This design comes from an exercise in tuning for small area on the open sky130 flow, not from production work. The RTL was checked by simulation tests, not by an equivalence proof against the original design. Power and IR drop assume default switching activity.

// scaler_top
module scaler_top (
	input  wire        clk             ,
	input  wire        rst             ,
	input  wire [23:0] i_vid_data      ,
	input  wire        i_vid_de        ,
	output wire        o_vid_fifo_read ,
	input  wire        i_vid_vs        ,
	output wire [23:0] o_vout_data     ,
	output wire        o_vout_de       ,
	output wire        o_vout_vs       ,
	input  wire        i_vout_read     ,
	input  wire [4:0]  i_src_image_x   ,
	input  wire [10:0] i_src_image_y   ,
	input  wire [10:0] i_des_image_x   ,
	input  wire [10:0] i_des_image_y   ,
	input  wire [21:0] i_scaler_x_ratio,
	input  wire [21:0] i_scaler_y_ratio,
	input  wire        i_scaler_type
);
==> flow/config.mk <==
export PLATFORM = sky130hd
export DESIGN_NAME = scaler_top
export DESIGN_NICKNAME = scaler_top
export VERILOG_FILES = /design/flow/design.v
export SDC_FILE = /design/flow/constraint.sdc
export NUM_CORES = 4
export LEC_CHECK = 0
export CAP_MARGIN = 20
export CORE_MARGIN = 2
export CORE_UTILIZATION = 60
export SLEW_MARGIN = 20
export SYNTH_HIERARCHICAL = 1
==> flow/constraint.sdc <==
create_clock -name core_clock -period 10.0 [get_ports {clk}]
set_input_delay 2.0000 -clock core_clock [delete_from_list [all_inputs] [get_ports {clk}]]
set_output_delay 2.0000 -clock core_clock [all_outputs]
set_load 0.01 [all_outputs]
standard.sh (not shown) runs the stock make flow with config.mk's settings and CLKGATE_MAP_FILE= SYNTH_SCRIPT=/design/flow/synth_recipe.tcl, a recipe that flattens the netlist after the stock synthesis.
==> flow/flow/run.sh <==
#!/bin/bash
# The standard layout (standard.sh) with three changes:
#  * synthesis: the standard flow's script with the synth wrapper of synth_proc.tcl
#    (module blend_sum skips the quick ABC pass before extract_fa);
#  * port buffers: buf_1 (instead of clkdlybuf4s50_1) on every input and
#    output port;
#  * clock tree synthesis: clusters of up to 30 flip-flops per clkbuf_16
#    leaf buffer and no dummy loads.
# The make output goes to flow_make.log; each ORFS step keeps its own log
# under orfs/logs.
set -euo pipefail
cd "$(dirname "$0")/.."
head -1 synth_recipe.tcl | grep -q '^proc synth ' || { echo "unexpected synth_recipe.tcl" >&2; exit 1; }
{ cat flow/synth_proc.tcl; tail -n +2 synth_recipe.tcl; } > flow_synth.tcl
B=sky130_fd_sc_hd__clkbuf_16
bash standard.sh \
  SYNTH_SCRIPT="$PWD/flow_synth.tcl" \
  BUFFER_PORTS_ARGS="-buffer_cell sky130_fd_sc_hd__buf_1" \
  CTS_ARGS="-sink_clustering_enable -repair_clock_nets -dont_use_dummy_load -buf_list $B -sink_clustering_size 30 -sink_clustering_max_diameter 80 -sink_buffer_max_cap_derate 1.0" \
  finish > flow_make.log 2>&1
==> flow/flow/synth_proc.tcl <==
# Replaces the first line of the standard flow's synth_recipe.tcl (its synth wrapper).
# Same passes as the standard flow's wrapper (synth -nofsm -noshare), except that the
# register-free arithmetic module blend_sum skips the quick ABC pass of
# synth's fine step, so extract_fa maps its Dadda tree to full adders as
# written (ABC's restructuring leaves ~240 inverters between the adders).
# Every other module gets the same ABC and opt passes as before.
set noabc_modules {blend_sum}
proc synth {args} {
  if {[lsearch -exact $args "fine:"] >= 0} {
    yosys synth -nofsm -noshare {*}$args -noabc
    set sel [list =*]
    foreach m $::noabc_modules { lappend sel =$m %d }
    yosys abc -fast {*}$sel
    yosys opt -fast {*}$sel
  } else {
    yosys synth -nofsm -noshare {*}$args
  }
}
The baseline produced a clean layout.
Next try:
==> flow/flow/run.sh (replaced) <==
#!/bin/bash
# The standard layout (standard.sh) with two changes:
#  * synthesis: the standard flow's script with the synth wrapper of synth_proc.tcl
#    (module blend_sum skips the quick ABC pass before extract_fa);
#  * clock tree synthesis: clusters of up to 24 flip-flops per clkbuf_16
#    leaf buffer and no dummy loads.
# The make output goes to flow_make.log; each ORFS step keeps its own log
# under orfs/logs.
set -euo pipefail
cd "$(dirname "$0")/.."
head -1 synth_recipe.tcl | grep -q '^proc synth ' || { echo "unexpected synth_recipe.tcl" >&2; exit 1; }
{ cat flow/synth_proc.tcl; tail -n +2 synth_recipe.tcl; } > flow_synth.tcl
B=sky130_fd_sc_hd__clkbuf_16
bash standard.sh \
  SYNTH_SCRIPT="$PWD/flow_synth.tcl" \
  CTS_ARGS="-sink_clustering_enable -repair_clock_nets -dont_use_dummy_load -buf_list $B -sink_clustering_size 24 -sink_clustering_max_diameter 60 -sink_buffer_max_cap_derate 1.0" \
  finish > flow_make.log 2>&1
After rerunning: The changed run passed the timing, DRC and antenna checks; fmax rises by 0.45%; final cell count rises by 0.46%; total power rises by 4.6%; wire length barely changes.

---

scaler_top, a different RTL version from the one above (not shown whole).
Size in the first run: ~13,000 cells after synthesis, roughly 140 I/O pins.
clock: 10.0 ns
lec_check: 0
cap_margin: 20
core_margin: 2
core_utilization: 60
slew_margin: 20
synth_hierarchical: 1
==> flow/flow/run.sh <==
#!/bin/bash
# The standard layout (standard.sh) with three changes:
#  * synthesis: the standard flow's script with the synth wrapper of synth_proc.tcl
#    (modules blend_sum and sel16 skip the quick ABC pass of synth);
#  * port buffers: buf_1 (instead of clkdlybuf4s50_1) on every input and
#    output port;
#  * clock tree synthesis: clusters of up to 30 flip-flops per clkbuf_16
#    leaf buffer and no dummy loads.
# The make output goes to flow_make.log; each ORFS step keeps its own log
# under orfs/logs.
set -euo pipefail
cd "$(dirname "$0")/.."
head -1 synth_recipe.tcl | grep -q '^proc synth ' || { echo "unexpected synth_recipe.tcl" >&2; exit 1; }
{ cat flow/synth_proc.tcl; tail -n +2 synth_recipe.tcl; } > flow_synth.tcl
B=sky130_fd_sc_hd__clkbuf_16
bash standard.sh \
  SYNTH_SCRIPT="$PWD/flow_synth.tcl" \
  BUFFER_PORTS_ARGS="-buffer_cell sky130_fd_sc_hd__buf_1" \
  CTS_ARGS="-sink_clustering_enable -repair_clock_nets -dont_use_dummy_load -buf_list $B -sink_clustering_size 30 -sink_clustering_max_diameter 80 -sink_buffer_max_cap_derate 1.0" \
  finish > flow_make.log 2>&1
==> flow/flow/synth_proc.tcl <==
# Replaces the first line of the standard flow's synth_recipe.tcl (its synth wrapper).
# Same passes as the standard flow's wrapper (synth -nofsm -noshare), except that the
# register-free modules blend_sum and sel16 skip the quick ABC pass of
# synth's fine step, so extract_fa maps its Dadda tree to full adders as
# written (ABC's restructuring leaves ~240 inverters between the adders).
# Every other module gets the same ABC and opt passes as before.
set noabc_modules {blend_sum sel16}
proc synth {args} {
  if {[lsearch -exact $args "fine:"] >= 0} {
    yosys synth -nofsm -noshare {*}$args -noabc
    set sel [list =*]
    foreach m $::noabc_modules { lappend sel =$m %d }
    yosys abc -fast {*}$sel
    yosys opt -fast {*}$sel
  } else {
    yosys synth -nofsm -noshare {*}$args
  }
}
Rerun with:
--- a/flow/flow/run.sh
+++ b/flow/flow/run.sh
@@ -2 +2 @@
-# The standard layout (standard.sh) with three changes:
+# The standard layout (standard.sh) with four changes:
@@ -4,0 +5,2 @@
+#  * after floorplan (downsize.tcl): combinational cells back to their
+#    smallest drive strength before placement's repair sizes them;
@@ -7 +9 @@
-#  * clock tree synthesis: clusters of up to 30 flip-flops per clkbuf_16
+#  * clock tree synthesis: clusters of up to 27 flip-flops per clkbuf_16
@@ -17,0 +20 @@
+  POST_FLOORPLAN_TCL="$PWD/flow/downsize.tcl" \
@@ -19 +22 @@
-  CTS_ARGS="-sink_clustering_enable -repair_clock_nets -dont_use_dummy_load -buf_list $B -sink_clustering_size 30 -sink_clustering_max_diameter 80 -sink_buffer_max_cap_derate 1.0" \
+  CTS_ARGS="-sink_clustering_enable -repair_clock_nets -dont_use_dummy_load -buf_list $B -sink_clustering_size 27 -sink_clustering_max_diameter 70 -sink_buffer_max_cap_derate 1.0" \
==> flow/flow/downsize.tcl (new file) <==
# POST_FLOORPLAN hook: set every combinational cell that synthesis mapped at
# a drive strength above the smallest available one back to that smallest
# one (same function and pins); placement's repair_design then sizes up
# only what its loads need. Flip-flops, buffers and inverters are left.
set block [ord::get_db_block]
set db [ord::get_db]
set n 0
set saved 0.0
foreach inst [$block getInsts] {
  set m [$inst getMaster]
  set name [$m getName]
  if {![regexp {^(sky130_fd_sc_hd__)([a-z0-9]+)_([0-9]+)$} $name -> pfx base drv]} { continue }
  if {[regexp {^(df|edf|sdf|dl|buf|clkbuf|inv|clkinv|tap|fill|decap|conb|diode|dly|clkdly)} $base]} { continue }
  foreach d {0 1 2} {
    if {$d >= $drv} { break }
    set cand [$db findMaster "${pfx}${base}_$d"]
    if {$cand != "NULL"} {
      set saved [expr {$saved + ([$m getWidth] - [$cand getWidth]) * [$m getHeight] / 1e6}]
      $inst swapMaster $cand
      incr n
      break
    }
  }
}
puts "downsize: $n cells set to their smallest drive strength, [format %.1f $saved] um^2"
What happened: Die area is unchanged; wire length hardly moves; power came out higher by 1.8%; setup slack gains 0.078 ns; register-to-register slack gains 0.08 ns; final area is about the same; core utilization stays flat; critical path depth does not change.

---

## the previous run
Another version of the RTL of scaler_top (not shown whole).
For scale: ~10,000 cells after synthesis, roughly 140 I/O pins, ~0.15 mm2 of cells after synthesis.
export LEC_CHECK = 0
export CAP_MARGIN = 20
export CORE_MARGIN = 2
export CORE_UTILIZATION = 60
export SLEW_MARGIN = 20
export SYNTH_HIERARCHICAL = 1
create_clock -name core_clock -period 10.0 [get_ports {clk}]
==> flow/flow/run.sh <==
#!/bin/bash
# Standard layout (the standard.sh: synthesis, floorplan, placement,
# routing) with one change at clock tree synthesis: clusters of up to 24
# flip-flops per clkbuf_16 leaf buffer and no dummy loads, instead of the
# default clusters of about 11 and balancing dummy loads. The make output
# goes to flow_make.log; each ORFS step keeps its own log under orfs/logs.
set -euo pipefail
cd "$(dirname "$0")/.."
B=sky130_fd_sc_hd__clkbuf_16
bash standard.sh \
  CTS_ARGS="-sink_clustering_enable -repair_clock_nets -dont_use_dummy_load -buf_list $B -sink_clustering_size 24 -sink_clustering_max_diameter 60 -sink_buffer_max_cap_derate 1.0" \
  finish > flow_make.log 2>&1
The previous run | stages: all done | timing, DRC, antenna: all pass
For the current run, these inputs were changed with respect to the previous run:
- setting GPL_TIMING_DRIVEN to 0 for the first time
- setting CTS_CLUSTER_SIZE to 30 for the first time
- setting CTS_BUF_LIST to sky130_fd_sc_hd__clkbuf_8 for the first time
- changing SLEW_MARGIN from 20 to 0
- changing CAP_MARGIN from 20 to 0
==> flow/run.sh (new file) <==
#!/bin/bash
# synth_recipe.tcl (not shown) runs the flow's synth.tcl, then flattens the netlist and writes it again
# the make line also repeats each setting of config.mk as NAME=value (left out here)
make -C /OpenROAD-flow-scripts/flow DESIGN_CONFIG=/design/flow/config.mk WORK_HOME=/design/flow/orfs CLKGATE_MAP_FILE= SYNTH_SCRIPT=/design/flow/synth_recipe.tcl finish
removed: flow/flow/run.sh
removed: flow/standard.sh
==> results.txt <==
The current run: flow complete, layout not clean; failing: max-capacitance violations, max-slew violations
When the final numbers for the current run and the previous run were put side by side, the multi-input gate share of the layout cell area turned out to be smaller in the current run.
Taking the previous run as the reference point, the worst setup margin of the current run falls by 0.16 ns.
The current run vs the previous run: number of placed instances, taps included up in the current run
Measured against each other, the current run and the previous run differ in required time of the critical path, the higher figure coming from the current run.
The previous run has higher part of the total power dissipated in sequential elements than the current run.
Compared with the previous run, the current run shows a higher post-route clock period utilization.
Of the current run and the previous run, it is the current run that has the higher arrival time of the worst setup path.
The current run vs the previous run on fmax: the current run is the lower one.
Higher number of cell instances on the worst register-to-register path among the current run and the previous run: the previous run

what the ideal ports hide:
The results above use ideal ports. As a check the final layouts listed here were re-extracted and re-timed, cells and wires unchanged.
Step 1 assumes that a clkbuf_16 drives the clock port and a buf_2 every other input.
Step 2 moves the port delays by t, midway between the first and last clock arrival at a register: inputs arrive t later, outputs are due t later. That takes back most of the time a late clock gives input paths.
Slacks: no drivers / after step 1 / after step 2; pairs: no drivers / after step 1.
run	t (ns)	setup WS [ns]	worst hold slack (ns)	worst setup path after step 2	worst data-port slew with drivers (ns)
the first run of note 1	0.916	2.303 / 2.303 / 2.303	0.279 / 0.279 / 0.279	register to register	0.10
the second run of note 1	0.950	2.337 / 2.337 / 2.337	0.310 / 0.310 / 0.310	register to register	0.11
the first run of note 2	0.959	1.769 / 1.769 / 1.769	0.321 / 0.321 / 0.321	register to register	0.18
the second run of note 2	0.954	1.848 / 1.848 / 1.848	0.327 / 0.327 / 0.327	register to register	0.24
the previous run	0.938	2.542 / 2.542 / 2.542	0.328 / 0.328 / 0.328	register to register	0.10
the current run	1.243	2.378 / 2.378 / 2.378	0.325 / 0.325 / 0.325	register to register	0.08
